This design comes from an exercise in tuning for small area, a short achievable clock period and few clock cycles per item on the open sky130 flow, not from production work.
Function was checked by simulation only, so behaviour that the tests miss may differ from the original.
The flow treats the clock pin as an ideal source, which a real chip does not have.
Power figures rest on the tool's default switching activity, not on a simulated workload.

Setup of build 23:
Design Optical_8x8ctrl_top, start of the top module:
module Optical_8x8ctrl_top#(
    parameter       P_BAR       =   1'b0,
    parameter       P_CROSS     =   1'b1,
    parameter       P_DSTWIDTH  =   3   ,
    parameter       P_PORTNUM   =   8   ,
    parameter       P_SWITCHNUM =   4
)(
    input                                   i_clk           ,
    input                                   i_rst           ,
    input  [P_DSTWIDTH*P_PORTNUM - 1:0]     i_8x8_req       ,
    input                                   i_8x8_valid     ,
    output [19:0]                           o_grant_8x8     ,
    output                                  o_grant_valid
);
For scale: roughly 150 cells after synthesis, ~0.0014 sq mm of cells after synthesis.
export LEC_CHECK = 0
export CAP_MARGIN = 20
export CORE_AREA = 2 2 64 64
export DIE_AREA = 0 0 66 66
export PLACE_DENSITY = 0.85
export SLEW_MARGIN = 20
create_clock -name core_clock -period 19.0 [get_ports {i_clk}]
standard.sh (not shown) runs the stock make flow with config.mk's settings and CLKGATE_MAP_FILE= SYNTH_SCRIPT=/design/flow/synth_recipe.tcl, a recipe that flattens the netlist after the stock synthesis.
==> flow/flow/run.sh <==
#!/bin/bash
set -euo pipefail
cd "$(dirname "$0")/.."
W=$(pwd)
export BUFFER_PORTS_ARGS="-buffer_cell sky130_fd_sc_hd__buf_2"
export POST_GLOBAL_PLACE_TCL=$W/flow/outbuf.tcl
export POST_CTS_TCL=$W/flow/size.tcl
export CTS_ARGS="-sink_clustering_enable -repair_clock_nets -buf_list {sky130_fd_sc_hd__clkbuf_4} -root_buf sky130_fd_sc_hd__clkbuf_4 -dont_use_dummy_load"
bash standard.sh > flow.log 2>&1
Other scripts of this flow, unchanged in this note and not shown: flow/flow/outbuf.tcl, flow/flow/size.tcl
Build 23: no failed stages, no open violations at the end
Testbench counts of build 23, summed over its fixed seeds: cycles 2,048, items 2,048.
Input changes introduced in build 51 (baseline for comparison: build 23):
- PLACE_DENSITY no longer set, was 0.85
==> flow/flow/run.sh <==
#!/bin/bash
set -euo pipefail
cd "$(dirname "$0")/.."
W=$(pwd)
{ head -n 1 synth_recipe.tcl; cat flow/abc_override.tcl; tail -n +2 synth_recipe.tcl; } > own_synth.tcl
sed "s#SYNTH_SCRIPT=[^ ]*#SYNTH_SCRIPT=$W/own_synth.tcl#" standard.sh > own_standard.sh
grep -q "SYNTH_SCRIPT=$W/own_synth.tcl" own_standard.sh
export OWN_ABC_SCRIPT=$W/flow/abc.script
export BUFFER_PORTS_ARGS="-buffer_cell sky130_fd_sc_hd__buf_2"
export POST_GLOBAL_PLACE_TCL=$W/flow/outbuf.tcl
export POST_CTS_TCL=$W/flow/size.tcl
export CTS_ARGS="-sink_clustering_enable -repair_clock_nets -buf_list {sky130_fd_sc_hd__clkbuf_4} -root_buf sky130_fd_sc_hd__clkbuf_4 -dont_use_dummy_load"
bash own_standard.sh > flow.log 2>&1
==> flow/flow/abc.script (new file) <==
&get -n
&st
&dch
&nf
&st
&syn2
&if -g -K 6
&synch2
&nf
&st
&syn2
&if -g -K 6
&synch2
&nf
&st
&syn2
&if -g -K 6
&synch2
&nf
&st
&syn2
&if -g -K 6
&synch2
&nf
&st
&syn2
&if -g -K 6
&synch2
&nf
&put
topo
stime -c
==> flow/flow/abc_override.tcl (new file) <==
# Technology mapping with this flow's own ABC script (flow/abc.script) in place
# of ORFS's; everything else in the standard flow's synthesis stays as it is.
proc abc {args} {
  set i [lsearch -exact $args -script]
  if {$i >= 0} { lset args [expr {$i + 1}] $::env(OWN_ABC_SCRIPT) }
  yosys abc {*}$args
}
### Flow results
- Between build 51 and build 23, the difference in fraction of the cycle the final worst path needs is negligible.
- Build 51 -> build 23: sequential power flat
- Final hold slack essentially unchanged between build 23 and build 51.
- Between build 23 and build 51, met2 track demand over resource decreased.
- Going from build 23 to build 51, met1 track demand over resource grows by 1.2 points.
- The leakage power of the design reported for build 51 is smaller than that of build 23 by about 3.7%.
- For data required time at the worst endpoint, build 51 and build 23 come out practically identical.
- Clock power ended up about 3% lower on build 51 than on build 23.
- Library cell contributing the largest single delay on the critical path: mux2i_4 -> build 23, a2111oi_2 -> build 51
Input changes introduced in build 60 (baseline for comparison: build 51):
==> flow/flow/abc.script <==
&get -n
&st
&dch
&nf -p
&put
diff --git a/flow/flow/abc_override.tcl b/flow/flow/abc_override.tcl
--- a/flow/flow/abc_override.tcl
+++ b/flow/flow/abc_override.tcl
@@ -4,4 +4,5 @@
   set i [lsearch -exact $args -script]
   if {$i >= 0} { lset args [expr {$i + 1}] $::env(OWN_ABC_SCRIPT) }
+  puts "abc_override: abc [join $args]"
   yosys abc {*}$args
 }
==> notes.md <==
The flow did not stop early for build 60: all stages ran, and the layout cleared the timing, DRC and antenna checks. Build 51 ran to completion and came out clean on the timing, DRC and antenna checks. Summary of build 60 over build 51: data-path buffer share of cell area in the final layout saw an increase; proportion of layout cells with a drive suffix above 1 saw little to no change; final wirelength saw an increase. The core of build 60 is less densely filled than that of build 51. Final non-filler cell total for build 60 is lower than for build 51.

==> port drivers added, routing unchanged <==
How much do the figures lean on ideal ports? The routed layouts below were timed once more, with nothing changed but the port constraints. Step 1: set_driving_cell puts a clkbuf_16 on i_clk and a buf_2 on each other input, an assumption about the parent block. Step 2 adds t to the input delays and takes it off the output delays; t is the mean of the earliest and latest rising clock arrival at the registers after step 1. Input paths then give back, and output paths get back, about the clock's delay inside the block. a / b / c = ideal ports / drivers / drivers and shift; a / b = the first two.
| run | t (ns) | setup WS [ns] | worst slew at a driven data input, ns |
|---|---|---|---|
| build 23 | 0.306 | 13.677 / 13.679 / 13.373 | 0.03 |
| build 51 | 0.302 | 13.698 / 13.683 / 13.395 | 0.03 |
| build 60 | 0.308 | 13.821 / 13.825 / 13.516 | 0.03 |
After both steps every run listed still meets setup and hold. For build 60, which loses most, drivers alone change the setup slack by +0.004 ns; drivers and shift together by -0.305 ns.
